What follows belongs to an exercise in optimizing a design on an open flow for small area; a production flow would make more cautious choices. Only simulation tests tie the RTL to the original design; equivalence was not proved. The clock input has no modelled driver; a real chip could not lean on it and would need a root buffer or a full tree. Power figures rest on the tool's default switching activity, not on a simulated workload.

## APB
module APB
(
    input PCLK,
    input PRESETn,
    input [31:0] PADDR,
    input PSEL,
    input PENABLE,
    input PWRITE,
    input [31:0] PWDATA,
    output reg [31:0] PRDATA,
    output PREADY
);
Size in the first run: about 380 cells after synthesis, about 120 flip-flops, about 100 I/O pins, roughly 4200 um2 of cells after synthesis.
export LEC_CHECK = 0
export CAP_MARGIN = 10
export CORE_MARGIN = 2
export CORE_UTILIZATION = 65
export PLACE_DENSITY = 0.8
export SLEW_MARGIN = 10
create_clock -name core_clock -period 10.0 [get_ports {PCLK}]
standard.sh (not shown) runs the stock make flow with config.mk's settings and CLKGATE_MAP_FILE= SYNTH_SCRIPT=/design/flow/synth_recipe.tcl, a recipe that flattens the netlist after the stock synthesis.
==> flow/flow/run.sh <==
#!/bin/bash
# Layout flow: the standard flow (standard.sh) with three changes.
#  1. Synthesis is the standard synthesis (synth_recipe.tcl) except that
#     ABC's final technology mapping runs an area script (flow/area.abc)
#     instead of ORFS's speed script (flow/my_synth.tcl); flip-flops, their
#     names and cells are those of the standard synthesis. Combinational
#     cells are then set to their smallest drive strength (flow/downsize.py);
#     later timing repair upsizes where needed.
#  2. Port buffers use the smallest buffer cell.
#  3. The clock tree is built by flow/clock_tree.tcl: the clock port drives
#     one root buffer, which drives a few leaf buffers, each at the centre of
#     the flip-flops it clocks (no dummy loads).
# Each tool's output goes to a log file of its own in this folder.
set -euo pipefail
here=$(pwd)
plat=$FLOW_HOME/platforms/$FLOW_PLATFORM
res=$here/orfs/results/$FLOW_PLATFORM/APB/base
lib=$plat/lib/sky130_fd_sc_hd__tt_025C_1v80.lib
OPENROAD=$(command -v openroad || echo $FLOW_HOME/../tools/install/OpenROAD/bin/openroad)
export BUFFER_PORTS_ARGS="-buffer_cell sky130_fd_sc_hd__buf_1"
source flow/settings.sh

sed -e "s#@AREA_ABC@#$here/flow/area.abc#" -e "s#@FLOW_SYNTH@#$here/synth_recipe.tcl#" \
    flow/my_synth.tcl > $here/my_synth.tcl
sed -e "s#SYNTH_SCRIPT=[^ ]*#SYNTH_SCRIPT=$here/my_synth.tcl#" standard.sh > $here/my_standard.sh
bash my_standard.sh $res/1_2_yosys.v > synth.log 2>&1
cp $res/1_2_yosys.v $here/1_2_yosys.abc.v
python3 flow/downsize.py $res/1_2_yosys.v $lib > downsize.log 2>&1
bash standard.sh synth > synth_odb.log 2>&1
bash standard.sh place > place.log 2>&1
RES=$res PLAT=$plat $OPENROAD -no_init -exit flow/clock_tree.tcl > cts.log 2>&1
bash standard.sh finish > finish.log 2>&1
Other scripts of this flow, unchanged in this note and not shown: flow/flow/area.abc, flow/flow/clock_tree.tcl, flow/flow/downsize.py, flow/flow/my_synth.tcl, flow/flow/settings.sh
Next try:
--- a/flow/flow/run.sh
+++ b/flow/flow/run.sh
@@ -3,6 +3,8 @@
 #  1. Synthesis is the standard synthesis (synth_recipe.tcl) except that
 #     ABC's final technology mapping runs an area script (flow/area.abc)
-#     instead of ORFS's speed script (flow/my_synth.tcl); flip-flops, their
-#     names and cells are those of the standard synthesis. Combinational
+#     instead of ORFS's speed script (flow/my_synth.tcl), and without ORFS's
+#     half/full adder extraction (ADDER_MAP_FILE empty), which left XOR gates
+#     as half-adder cells ABC cannot optimise; flip-flops, their names and
+#     cells are those of the standard synthesis. Combinational
 #     cells are then set to their smallest drive strength (flow/downsize.py);
 #     later timing repair upsizes where needed.
@@ -23,5 +25,5 @@
 sed -e "s#@AREA_ABC@#$here/flow/area.abc#" -e "s#@FLOW_SYNTH@#$here/synth_recipe.tcl#" \
     flow/my_synth.tcl > $here/my_synth.tcl
-sed -e "s#SYNTH_SCRIPT=[^ ]*#SYNTH_SCRIPT=$here/my_synth.tcl#" standard.sh > $here/my_standard.sh
+sed -e "s#SYNTH_SCRIPT=[^ ]*#SYNTH_SCRIPT=$here/my_synth.tcl ADDER_MAP_FILE=#" standard.sh > $here/my_standard.sh
 bash my_standard.sh $res/1_2_yosys.v > synth.log 2>&1
 cp $res/1_2_yosys.v $here/1_2_yosys.abc.v
=> The changed run finished clean. First-iteration DRC count shrinks by 23%. Utilization goes down by 0.30 points. Design area drops by 0.39%. Worst setup slack improved by 0.036 ns. Power goes down by 1.1%. Hold slack loses 0.0099 ns. Cell count rises by 0.70%. Wire length came out lower by 5.3%.
No run of this note takes its clock network from TritonCTS; it comes from the design's own scripts or RTL.

== build 41 ==
APB, a different RTL version from the one above (not shown whole).
Size in the first run: about 390 cells after synthesis, roughly 120 flip-flops, roughly 100 I/O pins, ~4100 um2 of cells after synthesis.
==> flow/config.mk <==
export PLATFORM = sky130hd
export DESIGN_NAME = APB
export DESIGN_NICKNAME = APB
export VERILOG_FILES = /design/flow/design.v
export SDC_FILE = /design/flow/constraint.sdc
export NUM_CORES = 4
export LEC_CHECK = 0
export CAP_MARGIN = 10
export CORE_MARGIN = 2
export CORE_UTILIZATION = 65
export PLACE_DENSITY = 0.8
export SLEW_MARGIN = 10
==> flow/constraint.sdc <==
create_clock -name core_clock -period 10.0 [get_ports {PCLK}]
set_input_delay 2.0000 -clock core_clock [delete_from_list [all_inputs] [get_ports {PCLK}]]
set_output_delay 2.0000 -clock core_clock [all_outputs]
set_load 0.01 [all_outputs]
==> flow/flow/run.sh <==
#!/bin/bash
# Layout flow: the standard flow (standard.sh) with three changes.
#  1. Synthesis is the standard synthesis (synth_recipe.tcl) except that
#     ABC's final technology mapping runs an area script (flow/area.abc)
#     instead of ORFS's speed script (flow/my_synth.tcl), and without ORFS's
#     half/full adder extraction (ADDER_MAP_FILE empty), which left XOR gates
#     as half-adder cells ABC cannot optimise; flip-flops, their names and
#     cells are those of the standard synthesis. Combinational
#     cells are then set to their smallest drive strength (flow/downsize.py);
#     later timing repair upsizes where needed.
#  2. Port buffers use the smallest buffer cell.
#  3. The clock tree is built by flow/clock_tree.tcl: the clock port drives
#     one root buffer, which drives a few leaf buffers, each at the centre of
#     the flip-flops it clocks (no dummy loads).
# Each tool's output goes to a log file of its own in this folder.
set -euo pipefail
here=$(pwd)
plat=$FLOW_HOME/platforms/$FLOW_PLATFORM
res=$here/orfs/results/$FLOW_PLATFORM/APB/base
lib=$plat/lib/sky130_fd_sc_hd__tt_025C_1v80.lib
OPENROAD=$(command -v openroad || echo $FLOW_HOME/../tools/install/OpenROAD/bin/openroad)
export BUFFER_PORTS_ARGS="-buffer_cell sky130_fd_sc_hd__buf_1"
source flow/settings.sh

sed -e "s#@AREA_ABC@#$here/flow/area.abc#" -e "s#@FLOW_SYNTH@#$here/synth_recipe.tcl#" \
    flow/my_synth.tcl > $here/my_synth.tcl
sed -e "s#SYNTH_SCRIPT=[^ ]*#SYNTH_SCRIPT=$here/my_synth.tcl ADDER_MAP_FILE=#" standard.sh > $here/my_standard.sh
bash my_standard.sh $res/1_2_yosys.v > synth.log 2>&1
cp $res/1_2_yosys.v $here/1_2_yosys.abc.v
python3 flow/downsize.py $res/1_2_yosys.v $lib > downsize.log 2>&1
bash standard.sh synth > synth_odb.log 2>&1
bash standard.sh place > place.log 2>&1
RES=$res PLAT=$plat $OPENROAD -no_init -exit flow/clock_tree.tcl > cts.log 2>&1
bash standard.sh finish > finish.log 2>&1
==> flow/flow/settings.sh <==
# clock tree shape (flow/clock_tree.tcl)
export LEAVES=4
export ROOT_BUF=sky130_fd_sc_hd__clkbuf_4
export LEAF_BUF=sky130_fd_sc_hd__buf_12
# keep timing repair to small buffers (added to the platform's list)
export DONT_USE_CELLS="sky130_fd_sc_hd__buf_4 sky130_fd_sc_hd__buf_6 sky130_fd_sc_hd__buf_8 sky130_fd_sc_hd__buf_12 sky130_fd_sc_hd__buf_16"
Other scripts of this flow, unchanged in this note and not shown: flow/flow/area.abc, flow/flow/clock_tree.tcl, flow/flow/downsize.py, flow/flow/my_synth.tcl
The following lists how build 77 was set up differently from build 41:
--- a/flow/flow/run.sh
+++ b/flow/flow/run.sh
@@ -29,4 +29,5 @@
 cp $res/1_2_yosys.v $here/1_2_yosys.abc.v
 python3 flow/downsize.py $res/1_2_yosys.v $lib > downsize.log 2>&1
+python3 flow/prebuffer.py $res/1_2_yosys.v 24 > prebuffer.log 2>&1
 bash standard.sh synth > synth_odb.log 2>&1
 bash standard.sh place > place.log 2>&1
==> flow/flow/prebuffer.py (new file) <==
#!/usr/bin/env python3
"""Put a buf_4 after the combinational driver of every net with at least MIN
loads; the buffer drives all the loads, the driver only the buffer."""
import re, sys, collections
netlist, limit = sys.argv[1], int(sys.argv[2])
src = open(netlist).read()
cell_re = re.compile(r'sky130_fd_sc_hd__(\w+)\s+(\S+)\s*\((.*?)\);', re.S)
pin_re = re.compile(r'\.(\w+)\(([^()]*?)\s*\)')
outs = ('X', 'Y', 'Q', 'Q_N', 'HI', 'LO', 'COUT', 'SUM')
insts = []
for m in cell_re.finditer(src):
    insts.append((m, m.group(1), m.group(2), [(p, v.strip()) for p, v in pin_re.findall(m.group(3))]))
driver = {}
loads = collections.Counter()
for k, (m, c, n, pins) in enumerate(insts):
    for p, v in pins:
        if p in outs:
            driver[v] = k
        else:
            loads[v] += 1
ports = set(re.findall(r'^\s*(?:input|output)\s+(?:\[[^\]]*\]\s*)?(\S+?)\s*;', src, re.M))
seq = re.compile(r'^(df|edf|sdf|sedf|dl|conb)')
n = 0
repl = {}
wires = []
for net, cnt in loads.items():
    if cnt < limit or net not in driver or net in ports:
        continue
    k = driver[net]
    m, c, name, pins = insts[k]
    if seq.match(c):
        continue
    new = f'_prebuf{n}_'
    wires.append(new)
    body = m.group(0)
    body = pin_re.sub(lambda pm: f'.{pm.group(1)}({new})' if pm.group(1) in outs and pm.group(2).strip() == net else pm.group(0), body)
    body += f'\n  sky130_fd_sc_hd__buf_4 prebuf{n} (\n    .A({new}),\n    .X({net})\n  );'
    repl[m.start()] = (m.end(), body)
    n += 1
out = []
last = 0
for s in sorted(repl):
    e, body = repl[s]
    out.append(src[last:s]); out.append(body); last = e
out.append(src[last:])
res = ''.join(out)
decl = ''.join(f'  wire {w};\n' for w in wires)
res = re.sub(r'(module\s+\w+\s*\([^;]*\);\n)', lambda mm: mm.group(1) + decl, res, count=1)
open(netlist, 'w').write(res)
print(f"prebuffer: {n} nets buffered")
==> flow/flow/settings.sh <==
# clock tree shape (flow/clock_tree.tcl)
export LEAVES=4
export ROOT_BUF=sky130_fd_sc_hd__clkbuf_4
export LEAF_BUF=sky130_fd_sc_hd__buf_12
Comparing build 77 with build 41, the total power came out essentially unchanged.
On via count, build 77 and build 41 are basically level.
Relative to build 41, the net switching power of build 77 is higher by 2.5 uW.
Sort build 77 and build 41 by final weighted congestion in routability-driven placement, ascending, and build 77 comes first.
Relative to build 77, the following input files were edited for build 55:
--- a/flow/flow/run.sh
+++ b/flow/flow/run.sh
@@ -29,5 +29,4 @@
 cp $res/1_2_yosys.v $here/1_2_yosys.abc.v
 python3 flow/downsize.py $res/1_2_yosys.v $lib > downsize.log 2>&1
-python3 flow/prebuffer.py $res/1_2_yosys.v 24 > prebuffer.log 2>&1
 bash standard.sh synth > synth_odb.log 2>&1
 bash standard.sh place > place.log 2>&1
removed: flow/flow/prebuffer.py
Build 55 did not stop at any stage, and its layout met the timing, DRC and antenna checks. On met3 usage, build 55 tracks build 77 almost exactly. Compared with build 77, build 55 shows gate count after technology mapping lower by about 1.5%. [compare] base=build 77 new=build 55: final worst setup slack went down 0.15 ns, final worst hold slack went down 0.0043 ns.
Here is what was changed in the inputs of build 85 compared with build 55.
--- a/flow/config.mk
+++ b/flow/config.mk
@@ -8,5 +8,5 @@
 export CAP_MARGIN = 10
 export CORE_MARGIN = 2
-export CORE_UTILIZATION = 65
-export PLACE_DENSITY = 0.8
+export CORE_UTILIZATION = 50
+export PLACE_DENSITY = 0.65
 export SLEW_MARGIN = 10
Per the comparison of build 85 with build 55, setup slack after layout went down; detailed-router iteration count before antenna repair fell by 1; total chip power went up about 0.7%; post-placement worst setup slack decreased 0.14 ns. Build 55 ended up with PRDATA[2] as its end of the critical path; build 85 ended up with PRDATA[7].
No run of this note takes its clock network from TritonCTS; it comes from the design's own scripts or RTL.

## oak
Starting RTL as in the previous note.
clock: 10.0 ns
lec_check: 0
cap_margin: 10
core_margin: 2
core_utilization: 65
gpl_timing_driven: 0
place_density: 0.8
slew_margin: 10
==> flow/flow/run.sh <==
#!/bin/bash
# Layout flow: the standard flow (standard.sh) with three changes.
#  1. Synthesis is the standard synthesis (synth_recipe.tcl) except that
#     ABC's final technology mapping runs an area script (flow/area.abc)
#     instead of ORFS's speed script (flow/my_synth.tcl), and without ORFS's
#     half/full adder extraction (ADDER_MAP_FILE empty), which left XOR gates
#     as half-adder cells ABC cannot optimise; flip-flops, their names and
#     cells are those of the standard synthesis. Combinational
#     cells are then set to their smallest drive strength (flow/downsize.py);
#     later timing repair upsizes where needed.
#  2. Port buffers use the smallest buffer cell.
#  3. The clock tree is built by flow/clock_tree.tcl: the clock port drives
#     one root buffer, which drives a few leaf buffers, each at the centre of
#     the flip-flops it clocks (no dummy loads).
# Each tool's output goes to a log file of its own in this folder.
set -euo pipefail
here=$(pwd)
plat=$FLOW_HOME/platforms/$FLOW_PLATFORM
res=$here/orfs/results/$FLOW_PLATFORM/APB/base
lib=$plat/lib/sky130_fd_sc_hd__tt_025C_1v80.lib
OPENROAD=$(command -v openroad || echo $FLOW_HOME/../tools/install/OpenROAD/bin/openroad)
export BUFFER_PORTS_ARGS="-buffer_cell sky130_fd_sc_hd__buf_1"
source flow/settings.sh

sed -e "s#@AREA_ABC@#$here/flow/area.abc#" -e "s#@FLOW_SYNTH@#$here/synth_recipe.tcl#" \
    flow/my_synth.tcl > $here/my_synth.tcl
sed -e "s#SYNTH_SCRIPT=[^ ]*#SYNTH_SCRIPT=$here/my_synth.tcl ADDER_MAP_FILE=#" standard.sh > $here/my_standard.sh
bash my_standard.sh $res/1_2_yosys.v > synth.log 2>&1
cp $res/1_2_yosys.v $here/1_2_yosys.abc.v
python3 flow/downsize.py $res/1_2_yosys.v $lib > downsize.log 2>&1
bash standard.sh synth > synth_odb.log 2>&1
bash standard.sh place > place.log 2>&1
RES=$res PLAT=$plat $OPENROAD -no_init -exit flow/clock_tree.tcl > cts.log 2>&1
bash standard.sh finish > finish.log 2>&1
==> flow/flow/settings.sh <==
# clock tree shape (flow/clock_tree.tcl)
export LEAVES=4
export ROOT_BUF=sky130_fd_sc_hd__clkbuf_4
export LEAF_BUF=sky130_fd_sc_hd__buf_12
Other scripts of this flow, unchanged in this note and not shown: flow/flow/area.abc, flow/flow/clock_tree.tcl, flow/flow/downsize.py, flow/flow/my_synth.tcl
oak ended with every stage complete and zero timing, DRC or antenna violations.
Edits applied to the flow inputs when going from oak to pine:
Settings: CORE_UTILIZATION: 65 -> 70; PLACE_DENSITY: 0.8 -> 0.9; GPL_TIMING_DRIVEN: 0 -> unset.
Findings:
Between pine and oak, the difference in power share of the sequential group is negligible.
When pine is set beside oak, its via count of the first global-routing pass turns out to be 2.8% smaller.
Relative to oak, the global-route usage of pine is higher by 2.2 points.
NOTE: met1 usage in pine exceeds that of oak
pine vs. oak: first-pass GRT wire length went down by 700 µm.
Compared with oak, in pine worst path setup slack after routing now larger; utilization after layout now larger.
Standby leakage power: pine vs oak down 0.86%
Higher routed wire length among pine and oak: pine
Edits applied to the flow inputs when going from pine to birch:
Settings: CORE_UTILIZATION: 70 -> 65; PLACE_DENSITY: 0.9 -> 0.8.
==> flow/flow/settings.sh <==
# clock tree shape (flow/clock_tree.tcl)
export LEAVES=4
export ROOT_BUF=sky130_fd_sc_hd__clkbuf_4
export LEAF_BUF=sky130_fd_sc_hd__clkbuf_16
Findings:
birch finished all stages; the layout is clean.
Taking pine as the reference, in birch normalized max-slew margin increased by 7.6 points relative to the old numbers, area added between synthesis and finish climbed 0.54 points.
Compared birch vs pine, and overall via count from detail_route is down in birch.
In birch the routed wire length turned out about 5% lower than in pine.
According to the power report, total power for birch is lower than for pine.
In birch relative to pine, cell area had gone up slightly.
In birch relative to pine, power density normalized to cell area had gone down slightly.
No run of this note takes its clock network from TritonCTS; it comes from the design's own scripts or RTL.

## static timing again, ports no longer ideal
No port has a modelled driver above. Below, the same layouts with a new extraction and two added sets of constraints.
Step 1 (the two cells are an assumption about what drives the block):
set clk [get_ports {PCLK}]
set_driving_cell -lib_cell sky130_fd_sc_hd__clkbuf_16 $clk
set_driving_cell -lib_cell sky130_fd_sc_hd__buf_2 [delete_from_list [all_inputs] $clk]
Step 2 also shifts input and output timing later by t, the mid clock arrival at the registers, as if the neighbouring blocks saw the same clock.
Three values: ideal ports, drivers, drivers and shift; two values: the first two.
run	shift t [ns]	setup WS [ns]	worst setup path after step 2	latest minus earliest clock arrival (ns)	pins driven straight from the clock port
the first run of note 1	0.457	3.832 / 3.806 / 3.806	input to output	0.017 / 0.017	1
the second run of note 1	0.440	3.868 / 3.847 / 3.847	input to output	0.015 / 0.016	1
build 41	0.441	3.726 / 3.703 / 3.703	input to output	0.017 / 0.016	1
build 77	0.442	3.874 / 3.853 / 3.853	input to output	0.014 / 0.014	1
build 55	0.441	3.726 / 3.703 / 3.703	input to output	0.017 / 0.016	1
build 85	0.450	3.640 / 3.616 / 3.616	input to output	0.020 / 0.020	1
oak	0.447	3.566 / 3.538 / 3.538	input to output	0.015 / 0.016	1
pine	0.445	3.803 / 3.781 / 3.781	input to output	0.017 / 0.018	1
birch	0.453	3.713 / 3.690 / 3.690	input to output	0.019 / 0.020	1
After both steps setup and hold are still met in every run listed. The setup slack of oak, which loses most, moves by -0.028 ns with the drivers and by -0.028 ns with both steps.
